What follows belongs to an exercise in optimizing a design on an open flow for small area, a short achievable clock period and few clock cycles per item; a production flow would make more cautious choices.
At most, simulation tests tie the RTL to the original design; equivalence was not proved.
Power and IR drop assume default switching activity.

Setup of run A:
## ATCONV
module  ATCONV(
	input		clk,
	input		reset,
	output 	    busy,
	input		ready,
	output reg	[11:0]	iaddr,
	input signed [12:0]	idata,
	output	reg 	cwr,
	output  reg	[11:0]	caddr_wr,
	output reg 	[12:0] 	cdata_wr,
	output	reg 	crd,       
	output  reg	[11:0] 	caddr_rd,
	input 	[12:0] 	cdata_rd,
	output reg 	csel
	);
Size: about 1,400 cells after synthesis, about 420 flip-flops, roughly 82 I/O pins, roughly 16,000 sq um of cells after synthesis.
clock: 10.0 ns
lec_check: 0
cap_margin: 20
core_margin: 2
core_utilization: 40
cts_cluster_diameter: 90
cts_cluster_size: 34
slew_margin: 20
standard.sh (not shown) runs the stock make flow with config.mk's settings and CLKGATE_MAP_FILE= SYNTH_SCRIPT=/design/flow/synth_recipe.tcl, a recipe that flattens the netlist after the stock synthesis.
==> flow/flow/run.sh <==
#!/bin/bash
set -euo pipefail
export BUFFER_PORTS_ARGS="-buffer_cell sky130_fd_sc_hd__buf_2"
export SETUP_SLACK_MARGIN=6.9
bash standard.sh > standard.log 2>&1
Run A reached the end of the flow, and the finished layout is clean on the timing, DRC and antenna checks.
Testbench counts of run A, summed over its fixed seeds: cycles 216,096, images 32.
Here is what was changed in the inputs of run B compared with run A.
--- a/flow/flow/run.sh
+++ b/flow/flow/run.sh
@@ -4 +4 @@
-export SETUP_SLACK_MARGIN=6.9
+export SETUP_SLACK_MARGIN=7.2
--- a/flow/config.mk
+++ b/flow/config.mk
@@ -11,2 +11,2 @@
-export CTS_CLUSTER_DIAMETER = 90
-export CTS_CLUSTER_SIZE = 34
+export CTS_CLUSTER_DIAMETER = 100
+export CTS_CLUSTER_SIZE = 30
### Flow results
Number of buffers other than clock buffers in the final layout (run B vs. run A) increases by more than 10%. Changes observed in run B relative to run A: global-route wire length before repair +about 2.1%, cell area after technology mapping stayed essentially flat, worst hold slack rose 0.0051 ns. A capturing instance or port of the critical path of cwr is what run B shows, while csel belongs to run A. Taking run A as the reference, in run B first-iteration DRC count decreased 13, global routing usage on met2 increased by 0.71 points relative to the old numbers.
Here is what was changed in the inputs of run C compared with run B.
--- a/flow/flow/run.sh
+++ b/flow/flow/run.sh
@@ -4 +4 @@
-export SETUP_SLACK_MARGIN=7.2
+export SETUP_SLACK_MARGIN=6.9
--- a/flow/config.mk
+++ b/flow/config.mk
@@ -12,0 +13 @@
+export PLACE_DENSITY = 0.72
Notes after the runs:
- On run C: setup slack is 0.012 ns lower than what run B gave.
- Total via count after detailed routing: run C vs run B up 1.2%
- Number of antenna violations at the first check in global routing: run B vs run C identical
- Comparing run C against run B, there is no change at all in count of cell instances traversed by the critical path.
- Re switching share of total power: run B and run C aren't equal, and the lower value belongs to run B.
The following lists how run D was set up differently from run C:
--- a/flow/flow/run.sh
+++ b/flow/flow/run.sh
@@ -4 +4 @@
-export SETUP_SLACK_MARGIN=6.9
+export SETUP_SLACK_MARGIN=6.5
--- a/flow/config.mk
+++ b/flow/config.mk
@@ -13 +12,0 @@
-export PLACE_DENSITY = 0.72
--- outcome ---
Run D vs. run C: minimum clock period now sits higher; combinational cell fraction of total power now sits lower; non-clock buffer count in the final layout now sits higher; number of non-filler instances in the completed layout now sits at about the same level; final area now sits at about the same level. The lower multi-input combinational cell area of run C and run D is in run D.

========
ATCONV, a different RTL version from the one above (not shown whole).
Size: roughly 400 flip-flops, ~82 I/O pins.
clock: 10.0 ns
lec_check: 0
cap_margin: 20
core_margin: 2
core_utilization: 40
cts_cluster_diameter: 100
cts_cluster_size: 30
slew_margin: 20
==> flow/flow/run.sh <==
#!/bin/bash
set -euo pipefail
export BUFFER_PORTS_ARGS="-buffer_cell sky130_fd_sc_hd__buf_2"
export SETUP_SLACK_MARGIN=6.9
bash standard.sh > standard.log 2>&1
Testbench counts at the start, summed over its fixed seeds: cycles 216,096, images 32.
==> next run, changes <==
- CORE_UTILIZATION: 40 -> 55
- PLACE_DENSITY: unset -> 0.7
Effect:
- The new run ran to the end with no violations
- flip-flop and latch count is unchanged
- area after synthesis stays the same
- wire length shrinks by 2.6%
- via count goes up by 2.2%
- maximum frequency rises by 0.60%
- synthesized cell count is unchanged

========
Setup of wip/yarrow:
The RTL this note starts from:
==> flow/design.v <==
`timescale 1ns/10ps
module  ATCONV(
	input		clk,
	input		reset,
	output 	    busy,
	input		ready,
	output reg	[11:0]	iaddr,
	input signed [12:0]	idata,
	output	reg 	cwr,
	output  reg	[11:0]	caddr_wr,
	output reg 	[12:0] 	cdata_wr,
	output	reg 	crd,
	output  	[11:0] 	caddr_rd,
	input 	[12:0] 	cdata_rd,
	output reg 	csel
	);
	localparam K = 4;           
	localparam L = K + 2;       
	reg        run;
	reg [2:0]  ci;
	reg [5:0]  s;
	reg        cp;
	reg [4:0]  b;
	assign busy = run;
	wire tail   = b[4] & (s == 6'd2);
	wire last_i = tail ? (ci == 3'd4) : (ci == L-1);
	reg [2:0] n_ci;
	reg [5:0] n_s;
	reg       n_cp;
	reg [4:0] n_b;
	always @(*) begin
		n_ci = ci + 3'd1;
		n_s  = s;
		n_cp = cp;
		n_b  = b;
		if (last_i) begin
			n_ci = 3'd0;
			if (b[4]) begin
				if (s != 6'd2) n_s = s + 6'd1;
			end else if (s == 6'd32) begin
				n_s = 6'd0;
				n_cp = ~cp;
				if (cp) n_b = b + 5'd1;
			end else
				n_s = s + 6'd1;
		end
	end
	wire [7:0] row  = {b[4:1], 3'b000} + {7'd0, b[0]} + {4'd0, ci, 1'b0} - 8'd2;
	wire [5:0] rowc = row[7] ? 6'd0 : (row[6] ? 6'd63 : row[5:0]);
	wire [5:0] sm1  = s - 6'd1;
	wire [5:0] col  = (s == 6'd0) ? 6'd0 :
	                  cp ? {sm1[4:0], 1'b1} :
	                  (s[5] ? 6'd63 : {s[4:0], 1'b0});
	wire wv = (ci >= 3'd2) &
	          (((s != 6'd0) & ~b[4] & ~(cp & (s == 6'd1))) |
	           ((s == 6'd0) & ~cp & (b != 5'd0)));
	wire init = (s == 6'd0);
	reg [12:0] pix, x1, x2;
	always @(posedge clk) begin
		pix <= idata;
		x1  <= pix;
		x2  <= x1;
	end
	wire [15:0] sx2 = {{3{x2[12]}}, x2};
	wire [15:0] spx = {{3{pix[12]}}, pix};
	wire [15:0] v   = sx2 + spx + {x1[12], x1, 2'b00};                                   
	wire [16:0] cc  = {x1, 4'b0000} - {sx2[15], sx2, 1'b0} - {spx[15], spx, 1'b0} - 17'd188;  
	reg  [15:0] Vr;
	reg  [16:0] Cr;
	always @(posedge clk) begin
		Vr <= v;
		Cr <= cc;
	end
	reg [17*L-1:0] Pring;
	reg [16*L-1:0] Nring;
	wire [16:0] Ph = Pring[16:0];
	wire [16:0] Nh = {Nring[15], Nring[15:0]};
	wire [16:0] Vx = {Vr[15], Vr};
	reg [2:0] wvp, inp;      
	always @(posedge clk or posedge reset) begin
		if (reset) begin
			wvp <= 3'b000;
			inp <= 3'b000;
		end else begin
			wvp <= {wvp[1:0], wv & run};
			inp <= {inp[1:0], init};
		end
	end
	wire wv2 = wvp[2];
	wire in2 = inp[2];
	wire [16:0] t2 = Ph - (in2 ? Nh : Vx);      
	wire [16:0] Pn = Cr - (in2 ? Vx : Nh);
	always @(posedge clk) begin
		Pring <= {Pn, Pring[17*L-1:17]};
		Nring <= {Vr, Nring[16*L-1:16]};
	end
	wire ok0 = ~t2[16] & (|t2[15:4]) & (t2[15:4] < 12'hFF5);
	wire [12:0] l0 = {1'b0, t2[15:4] & {12{ok0}}};
	reg [5:0] wrow, wcol;
	always @(posedge clk or posedge reset) begin
		if (reset) begin
			wrow <= 6'd0;
			wcol <= 6'd0;
		end else if (wv2) begin
			if (wrow[2:1] != 2'b11)
				wrow <= wrow + 6'd2;
			else begin
				if (wcol == 6'd63) begin
					wcol <= 6'd0;
					wrow <= wrow[0] ? wrow + 6'd1 : wrow - 6'd5;
				end else begin
					wrow <= wrow - 6'd6;
					wcol <= (wcol == 6'd62) ? 6'd1 : wcol + 6'd2;
				end
			end
		end
	end
	reg [12:0] pc;             
	reg        pst, pwp, c0;
	reg        rv, r0;
	reg [12:0] rdr, mx;
	assign caddr_rd = {pc[11:7], pc[1], pc[6:2], pc[0]};
	wire [3:0]  ng  = pc[12:9] + {3'd0, crd & (&pc[8:0])};
	wire [3:0]  g   = b[4:1];
	wire        pen = ~ng[3] & (((s >= 6'd2) | cp | b[0]) ? (ng < g) : (ng + 4'd1 < g));
	wire [9:0]  l1a = pc[11:2] - 10'd1;
	wire [8:0]  mxi = mx[12:4] + 9'd1;
	wire [12:0] l1 = (mx[3:0] != 4'd0) ? {mxi, 4'b0000} : mx;
	wire wr1  = (ci == 3'd3) & pwp;
	wire done = cwr & csel & (caddr_wr[9:0] == 10'h3FF);
	always @(posedge clk) begin
		rdr <= cdata_rd;
		if (rv) mx <= (r0 | (rdr > mx)) ? rdr : mx;
		cdata_wr <= wr1 ? l1 : l0;
		caddr_wr <= wr1 ? {2'b00, l1a} : {wrow, wcol};
		if (!run) iaddr <= 12'd0;
		else iaddr <= {rowc, col};
	end
	always @(posedge clk or posedge reset) begin
		if (reset) begin
			run <= 1'b0;
			ci <= 3'd1; s <= 6'd0; cp <= 1'b0; b <= 5'd0;
			pc <= 13'd0; pst <= 1'b0; pwp <= 1'b0; c0 <= 1'b0;
			rv <= 1'b0; r0 <= 1'b0;
			crd <= 1'b0; cwr <= 1'b0; csel <= 1'b0;
		end else begin
			rv <= crd;
			r0 <= c0;
			if (!run) begin
				run <= ready;
				cwr <= 1'b0;
				crd <= 1'b0;
				csel <= 1'b0;
				c0 <= 1'b0;
			end else if (done) begin
				run <= 1'b0;
				ci <= 3'd1; s <= 6'd0; cp <= 1'b0; b <= 5'd0;
				pc <= 13'd0; pst <= 1'b0; pwp <= 1'b0; c0 <= 1'b0;
				crd <= 1'b0; cwr <= 1'b0; csel <= 1'b0;
			end else begin
				ci <= n_ci; s <= n_s; cp <= n_cp; b <= n_b;
				pc <= pc + {12'd0, crd};
				if (ci == 3'd1) begin
					pst <= pen;
					pwp <= pst;
					crd <= pen;
					c0  <= pen;
				end else begin
					c0 <= 1'b0;
					crd <= (ci == 3'd3 || ci == 3'd5) ? 1'b0 : pst;
				end
				cwr  <= wv2 | wr1;
				csel <= wr1;
			end
		end
	end
endmodule
Settings: LEC_CHECK=0, CAP_MARGIN=20, CORE_MARGIN=2, CORE_UTILIZATION=40, CTS_BUF_LIST=sky130_fd_sc_hd__clkbuf_4 sky130_fd_sc_hd__clkbuf_8, SLEW_MARGIN=20; clock period 10.0 ns.
run.sh (not shown) runs the stock make flow with config.mk's settings and CLKGATE_MAP_FILE= SYNTH_SCRIPT=/design/flow/synth_recipe.tcl, a recipe that flattens the netlist after the stock synthesis.
Stock flow here: none of the scripts above is used.
wip/yarrow ended with every stage complete and zero timing, DRC or antenna violations.
Relative to wip/yarrow, the following input files were edited for wip/tundra:
- PLACE_DENSITY newly set to 0.75
- CORE_UTILIZATION changed from 40 to 65
- CTS_BUF_LIST removed (was sky130_fd_sc_hd__clkbuf_4 sky130_fd_sc_hd__clkbuf_8)
Results
Of wip/tundra and wip/yarrow, the run reporting the higher met3 routed wirelength was wip/yarrow. wip/tundra: met2 global-route usage 15 points above wip/yarrow. wip/tundra ended up with a lower total length of routed wires than wip/yarrow did.
Here is what was changed in the inputs of wip/onyx compared with wip/tundra.
- clearing PLACE_DENSITY, which used to be 0.75
- swapping 65 for 40 in CORE_UTILIZATION
### Flow results
- Compared with wip/tundra, wip/onyx ends up with a larger final cell area.
- Against wip/tundra, die area in wip/onyx rose by more than half.
- Number of tap instances, wip/onyx vs wip/tundra: up by more than half
- wip/onyx vs. wip/tundra: power density relative to cell area down 4.8 nW/µm², first-pass iteration count of the detailed router went down by 1, clock skew essentially unchanged.
- The post-detailed-placement half-perimeter wirelength on wip/tundra is in line with that on wip/onyx.
- Going from wip/tundra to wip/onyx, the area added between synthesis and finish was found to have gone up by 2.2 points.
Changes in wip/amber relative to wip/onyx:
- setting ABC_CLOCK_PERIOD_IN_PS to 2000 for the first time
### Flow results
- Reported for wip/amber and wip/onyx, overall fraction of global-route tracks in use turned out identical to the last digit.
- wip/amber reached the end of the flow, and the finished layout is clean on the timing, DRC and antenna checks.
- Comparing wip/onyx against wip/amber, there is no change at all in full die area.
- Between wip/amber and wip/onyx, the layout clock buffer count figures differ only marginally.
- Comparing wip/amber against wip/onyx, there is no change at all in clock-cell share of area.
No run of this note included a check of the RTL's function; only the layout flow was run.

[port drivers added, routing unchanged]
The flow's constraints put no driver on any port. The routed layouts listed below were extracted and timed again, unchanged, in two steps. Step 1: set_driving_cell puts a clkbuf_16 on clk and a buf_2 on each other input, an assumption about the parent block. Step 2 adds t to the input delays and takes it off the output delays; t is the mean of the earliest and latest rising clock arrival at the registers after step 1. Input paths then give back, and output paths get back, about the clock's delay inside the block. a / b / c = ideal / step 1 / step 2; a / b = the first two.
run | t (ns) | setup slack, ns | worst slew at a driven data input, ns
run A | 0.582 | 6.939 / 6.885 / 6.905 | 0.04
run B | 0.577 | 6.959 / 6.906 / 6.899 | 0.05
run C | 0.566 | 6.947 / 6.901 / 6.894 | 0.03
run D | 0.574 | 6.769 / 6.769 / 6.769 | 0.04
the first run of note 2 | 0.574 | 6.980 / 6.929 / 6.896 | 0.04
the second run of note 2 | 0.557 | 6.998 / 6.951 / 6.883 | 0.03
wip/yarrow | 0.611 | 6.170 / 6.170 / 6.170 | 0.04
wip/tundra | 0.550 | 5.953 / 5.906 / 6.226 | 0.04
wip/onyx | 0.583 | 6.187 / 6.187 / 6.187 | 0.04
wip/amber | 0.583 | 6.187 / 6.187 / 6.187 | 0.04
After both steps every run listed still meets setup and hold. The setup slack of the second run of note 2, which loses most, moves by -0.047 ns with the drivers and by -0.115 ns with both steps.
